Background: an optimization exercise with open tools, aiming at small area, a short achievable clock period and few clock cycles per item. Do not read the settings as production practice.
In this exercise RTL edits were held to simulation tests only and were not proved equivalent to the original.
Power and IR drop assume default switching activity.

== exp/pepper ==
// bin2BCD
module bin2BCD(
    input           clk,
    input           rst,
    input           en,
    input   [11:0]  bin_d_in,
    output  [15:0]  bcd_d_out,
    output          rdy
    );
Size in the first run: roughly 210 cells after synthesis.
export LEC_CHECK = 0
export ABC_AREA = 1
export CAP_MARGIN = 20
export CORE_MARGIN = 2
export CORE_UTILIZATION = 40
export SLEW_MARGIN = 20
create_clock -name core_clock -period 5.0 [get_ports {clk}]
standard.sh (not shown) runs the stock make flow with config.mk's settings and CLKGATE_MAP_FILE= SYNTH_SCRIPT=/design/flow/synth_recipe.tcl, a recipe that flattens the netlist after the stock synthesis.
==> flow/flow/run.sh <==
#!/bin/bash
# Standard ORFS layout with two changes: the port buffers are buf_1, and
# synthesis maps the logic with the ABC script in flow/abc_area.script (a variant of ORFS's area script)
# (a copy of ORFS's scripts folder with only that file replaced).
set -euo pipefail
export BUFFER_PORTS_ARGS="-buffer_cell sky130_fd_sc_hd__buf_1"
export CTS_ARGS="-sink_clustering_enable -repair_clock_nets -sink_clustering_size 20 -sink_clustering_max_diameter 200 -sink_buffer_max_cap_derate 1.0 -root_buf sky130_fd_sc_hd__clkbuf_8 -buf_list sky130_fd_sc_hd__clkbuf_8"
rm -rf scripts_mod
cp -r "$FLOW_HOME/scripts" scripts_mod
cp flow/abc_area.script scripts_mod/abc_area.script
bash standard.sh SCRIPTS_DIR="$PWD/scripts_mod" synth > flow_synth.log 2>&1
bash standard.sh finish > flow_make.log 2>&1
==> flow/flow/abc_area.script <==
strash
dch
if -K 4
mfs -W 8
strash
dch
map -B 0.9
topo
stime -c
buffer -c
upsize -c
dnsize -c
exp/pepper | status: complete | timing, DRC, antenna: pass
Testbench counts of exp/pepper, summed over its fixed seeds: cycles 8,000, items 4,000.
Changes in exp/delta relative to exp/pepper:
# exp/pepper
export LEC_CHECK = 0
export ABC_AREA = 1
export CAP_MARGIN = 20
export CORE_MARGIN = 2
export CORE_UTILIZATION = 40
export SLEW_MARGIN = 20
create_clock -name core_clock -period 5.0 [get_ports {clk}]
# exp/delta
export LEC_CHECK = 0
export ABC_AREA = 1
export CAP_MARGIN = 20
export CORE_MARGIN = 2
export CORE_UTILIZATION = 70
export SLEW_MARGIN = 20
create_clock -name core_clock -period 5.0 [get_ports {clk}]
--- a/flow/flow/run.sh
+++ b/flow/flow/run.sh
@@ -5,5 +5,4 @@
 set -euo pipefail
 export BUFFER_PORTS_ARGS="-buffer_cell sky130_fd_sc_hd__buf_1"
-export CTS_ARGS="-sink_clustering_enable -repair_clock_nets -sink_clustering_size 20 -sink_clustering_max_diameter 200 -sink_buffer_max_cap_derate 1.0 -root_buf sky130_fd_sc_hd__clkbuf_8 -buf_list sky130_fd_sc_hd__clkbuf_8"
 rm -rf scripts_mod
 cp -r "$FLOW_HOME/scripts" scripts_mod
## What came out
- exp/delta completed end to end with timing, DRC and antenna clean.
- From exp/pepper to exp/delta the numbers moved as follows: final period demand of the worst path shows a reduction of 0.034 ns; finished layout cell area shows a reduction of about 2.7%; tap cell count shows a reduction of 16.
Changes in exp/juniper relative to exp/delta:
# exp/delta
export LEC_CHECK = 0
export ABC_AREA = 1
export CAP_MARGIN = 20
export CORE_MARGIN = 2
export CORE_UTILIZATION = 70
export SLEW_MARGIN = 20
create_clock -name core_clock -period 5.0 [get_ports {clk}]
# exp/juniper
export LEC_CHECK = 0
export ABC_AREA = 1
export CAP_MARGIN = 20
export CORE_MARGIN = 2
export CORE_UTILIZATION = 40
export GPL_ROUTABILITY_DRIVEN = 0
export GPL_TIMING_DRIVEN = 0
export SLEW_MARGIN = 20
create_clock -name core_clock -period 5.0 [get_ports {clk}]
Comparing the two runs side by side, exp/juniper comes out ahead of exp/delta on via count. exp/juniper vs. exp/delta: die area went up; flip-flop and latch share of the layout cell area went down. Looking at exp/delta and exp/juniper, the pre-CTS setup slack is a wash. [compare] base=exp/delta new=exp/juniper: number of cells on the critical path went down by 1; worst-case setup margin in the final layout flat; final-stage net count higher. Taking exp/delta as the reference, in exp/juniper met1 wire length rose by 8.3%; peak supply drop shows a reduction of 160 uV.
Input changes introduced in exp/harbor (baseline for comparison: exp/juniper):
# exp/juniper
export LEC_CHECK = 0
export ABC_AREA = 1
export CAP_MARGIN = 20
export CORE_MARGIN = 2
export CORE_UTILIZATION = 40
export GPL_ROUTABILITY_DRIVEN = 0
export GPL_TIMING_DRIVEN = 0
export SLEW_MARGIN = 20
create_clock -name core_clock -period 5.0 [get_ports {clk}]
# exp/harbor
export LEC_CHECK = 0
export ABC_AREA = 1
export CAP_MARGIN = 20
export CORE_MARGIN = 2
export CORE_UTILIZATION = 55
export SLEW_MARGIN = 20
create_clock -name core_clock -period 5.0 [get_ports {clk}]
==> comparison <==
When exp/harbor is measured against exp/juniper, its number of clock buffers in the layout turns out 1 lower.
Max total power draw across exp/juniper and exp/harbor: exp/juniper
Height of the die, exp/harbor vs exp/juniper: down by more than 10%
Compared with exp/juniper, exp/harbor ends up with a smaller final cell area.
The data required time of the critical path reported for exp/harbor is smaller than that of exp/juniper by 1.23 ns.
--- input diff exp/harbor..exp/yarrow ---
# exp/harbor
export LEC_CHECK = 0
export ABC_AREA = 1
export CAP_MARGIN = 20
export CORE_MARGIN = 2
export CORE_UTILIZATION = 55
export SLEW_MARGIN = 20
create_clock -name core_clock -period 5.0 [get_ports {clk}]
# exp/yarrow
export LEC_CHECK = 0
export ABC_AREA = 1
export CAP_MARGIN = 20
export CORE_MARGIN = 2
export CORE_UTILIZATION = 40
export SLEW_MARGIN = 20
create_clock -name core_clock -period 5.0 [get_ports {clk}]
==> flow/flow/run.sh <==
#!/bin/bash
# Standard ORFS layout, with the smallest buffer (buf_1) as the port buffer.
set -euo pipefail
export BUFFER_PORTS_ARGS="-buffer_cell sky130_fd_sc_hd__buf_1"
bash standard.sh finish > flow_make.log 2>&1
removed: flow/flow/abc_area.script
### Flow results
Compared with exp/harbor, exp/yarrow shows a final critical-path share of the clock period that is 0.68 points higher. Sequential power: exp/yarrow vs exp/harbor, no meaningful difference. exp/yarrow vs. exp/harbor: final weighted congestion in routability-driven placement saw an increase; overall global routing resource usage saw a decrease; routed via count divided by cell count saw a decrease; synthesis-to-finish area growth saw an increase. Compared with exp/harbor, exp/yarrow shows areal power density over the cells that has gone down by a few percent. On count of cell instances traversed by the critical path: exp/yarrow sits above exp/harbor. Comparing exp/harbor and exp/yarrow, die width is higher on exp/yarrow. exp/yarrow gives less worst slack at placement than exp/harbor did.

afterwards: timing with drivers on the ports:
In the flow no input, the clock included, has a driving cell. The finished layouts below were timed again as built, in two steps. Step 1: set_driving_cell puts a clkbuf_16 on clk and a buf_2 on each other input, an assumption about the parent block. Step 2 times the ports against the registers' clock, not the clock port: input delays grow and output delays shrink by t, the midpoint of the rising clock arrivals with the driver on. a / b / c = ideal ports / drivers / drivers and shift; a / b = the first two.
run | t, ns | slack for setup (ns) | worst setup path after step 2 | pins driven straight from the clock port
exp/pepper | 0.266 | 2.065 / 2.068 / 1.802 | input to register | 1
exp/delta | 0.298 | 2.099 / 2.082 / 1.794 | input to register | 1
exp/juniper | 0.297 | 2.100 / 2.100 / 1.803 | input to register | 1
exp/harbor | 0.291 | 2.067 / 2.045 / 1.799 | input to register | 1
exp/yarrow | 0.298 | 2.033 / 2.035 / 1.736 | input to register | 1
After both steps setup and hold are still met in every run listed. The setup slack of exp/delta, which loses most, moves by -0.017 ns with the drivers and by -0.305 ns with both steps.
